From an optimization exercise on the open Yosys and OpenROAD flow, aimed at small area, a short achievable clock period and few clock cycles; shortcuts taken in it are not production practice.

## MandelbrotGen
module MandelbrotGen(
		input Clk_100M,           
		input  [4:0]BTNS,         
		input  SW0,               
		input  SW15,              
		output reg [18:0] addrA,  
		output reg [11:0] dinA,   
		output reg wea            
    );
reg rst_q;        
reg restart;      
reg pan_im;       
reg pan_re;       
reg pan_sub;      
reg zoom;         
reg sw0_q;        
wire raw_restart = SW15 | (|BTNS);
always @(posedge Clk_100M) begin
	rst_q   <= SW15;
	restart <= raw_restart;
	pan_im  <= ~SW15 & (BTNS[0] | BTNS[1]);
	pan_re  <= ~SW15 & ~BTNS[0] & ~BTNS[1] & (BTNS[3] | BTNS[4]);
	pan_sub <= BTNS[0] | (~BTNS[1] & BTNS[3]);
	zoom    <= BTNS[2];
	sw0_q   <= SW0;
end
reg [17:0] shift, re0, im0;    
reg [9:0] xn;                  
reg [8:0] yn;                  
reg col0;                      
reg pix0;                      
reg ipar;                      
reg hpar;                      
reg [17:0] zr1, zi1, cr1, ci1;
reg [7:0] n1;                  
reg v1, d1, t1;                
reg [17:0] xh0_q;
reg [17:0] xh1_q;
reg [0:0] xc_q;
reg [17:0] yh0_q;
reg [17:0] yh1_q;
reg [0:0] yc_q;
reg [17:0] zh0_q;
reg [17:0] zh1_q;
reg [0:0] zc_q;
reg [17:0] cr2, ci2;
reg [7:0] n2;
reg v2, d2, t2;
wire p0, p1;
mha u_p0 ((zr1[0] & zr1[4]), (zr1[1] & zr1[3]), p0, p1);
wire p2, p3;
mfa u_p2 ((zr1[0] & zr1[5]), (zr1[1] & zr1[4]), (zr1[3] & ~zr1[2]), p2, p3);
wire p4, p5;
mfa u_p4 ((zr1[0] & zr1[6]), (zr1[1] & zr1[5]), (zr1[2] & zr1[4]), p4, p5);
wire p6, p7;
mha u_p6 ((zr1[2] & zr1[3]), p3, p6, p7);
wire p8, p9;
mfa u_p8 ((zr1[0] & zr1[7]), (zr1[1] & zr1[6]), (zr1[2] & zr1[5]), p8, p9);
wire p10, p11;
mfa u_p10 ((zr1[4] & ~zr1[3]), p5, p8, p10, p11);
wire p12, p13;
mfa u_p12 ((zr1[0] & zr1[8]), (zr1[1] & zr1[7]), (zr1[2] & zr1[6]), p12, p13);
wire p14, p15;
mfa u_p14 ((zr1[3] & zr1[5]), (zr1[3] & zr1[4]), p9, p14, p15);
wire p16, p17;
mha u_p16 (p12, p14, p16, p17);
wire p18, p19;
mfa u_p18 ((zr1[0] & zr1[9]), (zr1[1] & zr1[8]), (zr1[2] & zr1[7]), p18, p19);
wire p20, p21;
  ...
clock: 11.0 ns
lec_check: 0
cap_margin: 70
core_margin: 2
core_utilization: 40
setup_slack_margin: 5
slew_margin: 70
synth_hierarchical: 1
synth_minimum_keep_size: 0
run.sh (not shown) runs the stock make flow with config.mk's settings and CLKGATE_MAP_FILE= SYNTH_SCRIPT=/design/flow/synth_recipe.tcl, a recipe that flattens the netlist after the stock synthesis.
Rerun with:
--- a/flow/design.v
+++ b/flow/design.v
@@ -39,13 +39,14 @@
 reg [0:0] xc_q;
 reg [17:0] yh0_q;
 reg [17:0] yh1_q;
 reg [0:0] yc_q;
 reg [17:0] zh0_q;
 reg [17:0] zh1_q;
-reg [0:0] zc_q;
+reg [12:0] zl0_q;
+reg [12:0] zl1_q;
 reg [17:0] cr2, ci2;
 reg [7:0] n2;
 reg v2, d2, t2;
 wire p0, p1;
 mha u_p0 ((zr1[0] & zr1[4]), (zr1[1] & zr1[3]), p0, p1);
 wire p2, p3;
@@ -984,22 +985,23 @@
 wire p933, p934;
 mha u_p933 (p926, p931, p933, p934);
 wire p935, p936;
 mfa u_p935 (p622, p641, p658, p935, p936);
 wire p937, p938;
 mfa u_p937 (p930, p935, p932, p937, p938);
-wire [13:0] z_lo = {1'b0, {p718, p708, p705, p695, p682, p679, p673, p667, p663, p660, p499, p479, zi1[1]}} + {1'b0, {p729, p717, p707, p697, p689, p681, p675, p669, p665, p661, p659, 1'b0, p478}};
 wire [17:0] xh0_w = {p236, p229, p228, p217, p216, p201, p200, p181, p180, p157, p156, p129, p113, p97, p94, p71, p59, p49};
 wire [17:0] xh1_w = {p233, p232, p223, p222, p209, p208, p191, p190, p169, p168, p143, p142, p128, p112, p96, p82, p70, p58};
 wire [0:0] xc_w = {x_lo[14]};
 wire [17:0] yh0_w = {p474, p467, p466, p455, p454, p439, p438, p419, p418, p395, p394, p367, p351, p335, p332, p309, p297, p287};
 wire [17:0] yh1_w = {p471, p470, p461, p460, p447, p446, p429, p428, p407, p406, p381, p380, p366, p350, p334, p320, p308, p296};
 wire [0:0] yc_w = {y_lo[14]};
 wire [17:0] zh0_w = {p934, p933, p922, p921, p906, p905, p886, p885, p862, p861, p834, p833, p802, p786, p770, p756, p742, p739};
 wire [17:0] zh1_w = {p937, p928, p927, p914, p913, p896, p895, p874, p873, p848, p847, p818, p817, p801, p785, p769, p755, p741};
-wire [0:0] zc_w = {z_lo[13]};
+wire [12:0] zl0_w = {p718, p708, p705, p695, p682, p679, p673, p667, p663, p660, p499, p479, zi1[1]};
+wire [12:0] zl1_w = {p729, p717, p707, p697, p689, p681, p675, p669, p665, p661, p659, 1'b0, p478};
+wire [13:0] z_lo = {1'b0, zl0_q} + {1'b0, zl1_q};
 wire q0, q1;
 mfa u_q0 (xh0_q[0], xh1_q[0], yh0_q[0], q0, q1);
 wire q2, q3;
 mfa u_q2 (xh0_q[1], xh1_q[1], yh0_q[1], q2, q3);
 wire q4, q5;
 mfa u_q4 (xh0_q[2], xh1_q[2], yh0_q[2], q4, q5);
@@ -1214,13 +1216,13 @@
 wire q214, q215;
 mfa u_q214 (zh0_q[17], zh1_q[17], ci2[17], q214, q215);
 wire [18:0] s_sum_t = {{q70, q68, q66, q64, q62, q60, q58, q56, q54, q52, q50, q48, q46, q44, q42, q40, q38, q36}, yc_q[0]} + {{q69, q67, q65, q63, q61, q59, q57, q55, q53, q51, q49, q47, q45, q43, q41, q39, q37, xc_q[0]}, yc_q[0]};
 wire [17:0] s_sum = s_sum_t[18:1];
 wire [18:0] nzr_t = {{q178, q176, q174, q172, q170, q168, q166, q164, q162, q160, q158, q156, q154, q152, q150, q148, q146, q144}, 1'b0} + {{q177, q175, q173, q171, q169, q167, q165, q163, q161, q159, q157, q155, q153, q151, q149, q147, q145, ~yc_q[0]}, 1'b0};
 wire [17:0] nzr = nzr_t[18:1];
-wire [18:0] nzi_t = {{q214, q212, q210, q208, q206, q204, q202, q200, q198, q196, q194, q192, q190, q188, q186, q184, q182, q180}, 1'b0} + {{q213, q211, q209, q207, q205, q203, q201, q199, q197, q195, q193, q191, q189, q187, q185, q183, q181, zc_q[0]}, 1'b0};
+wire [18:0] nzi_t = {{q214, q212, q210, q208, q206, q204, q202, q200, q198, q196, q194, q192, q190, q188, q186, q184, q182, q180}, 1'b0} + {{q213, q211, q209, q207, q205, q203, q201, q199, q197, q195, q193, q191, q189, q187, q185, q183, q181, z_lo[13]}, 1'b0};
 wire [17:0] nzi = nzi_t[18:1];
 wire esc_s  = ~s_sum[17] & s_sum[16] & (|s_sum[15:0]);
 wire stop   = esc_s | (n2 == 8'd149);
 wire retire = v2 & d2 & (t2 == hpar) & ~restart;
 wire take   = (~v2 | retire) & ~restart;
 wire pan = pan_im | pan_re;
@@ -1260,13 +1262,14 @@
 	xc_q <= xc_w;
 	yh0_q <= yh0_w;
 	yh1_q <= yh1_w;
 	yc_q <= yc_w;
 	zh0_q <= zh0_w;
 	zh1_q <= zh1_w;
-	zc_q <= zc_w;
+	zl0_q <= zl0_w;
+	zl1_q <= zl1_w;
 	cr2 <= cr1; ci2 <= ci1; n2 <= n1; d2 <= d1; t2 <= t1;
 	v2 <= v1 & ~restart;
 	zr1 <= zr_nx;
 	zi1 <= zi_nx;
 		if (take) begin
 		cr1 <= crn; ci1 <= cin;
Clock-buffer cell count goes down by 5.
Via count went down slightly.
Cell count is about the same.
Maximum frequency went up by a few percent.
Global-route usage drops by 0.13 points.
Register-to-register slack gets better by 0.15 ns.
Die area decreases slightly.
Non-clock buffer count goes up by 1.
Wire length stays flat.
Sequential cell count rose by 24.
Synthesized cell count goes down slightly.
Hold slack barely changes.
No run of this note included a check of the RTL's function; only the layout flow was run.

## port drivers added, routing unchanged
How much do the figures lean on ideal ports? The routed layouts below were timed once more, with nothing changed but the port constraints.
Step 1 assumes that a clkbuf_16 drives the clock port and a buf_2 every other input.
Step 2 moves the port delays by t, midway between the first and last clock arrival at a register: inputs arrive t later, outputs are due t later. That takes back most of the time a late clock gives input paths.
a / b / c = no drivers / after step 1 / after step 2; a / b = the first two.
run | shift t [ns] | setup slack, ns | clock arrival spread, ns
the first run | 0.627 | 6.150 / 6.150 / 6.150 | 0.024 / 0.023
the second run | 0.649 | 6.305 / 6.305 / 6.305 | 0.012 / 0.011
After both steps setup and hold are still met in every run listed.
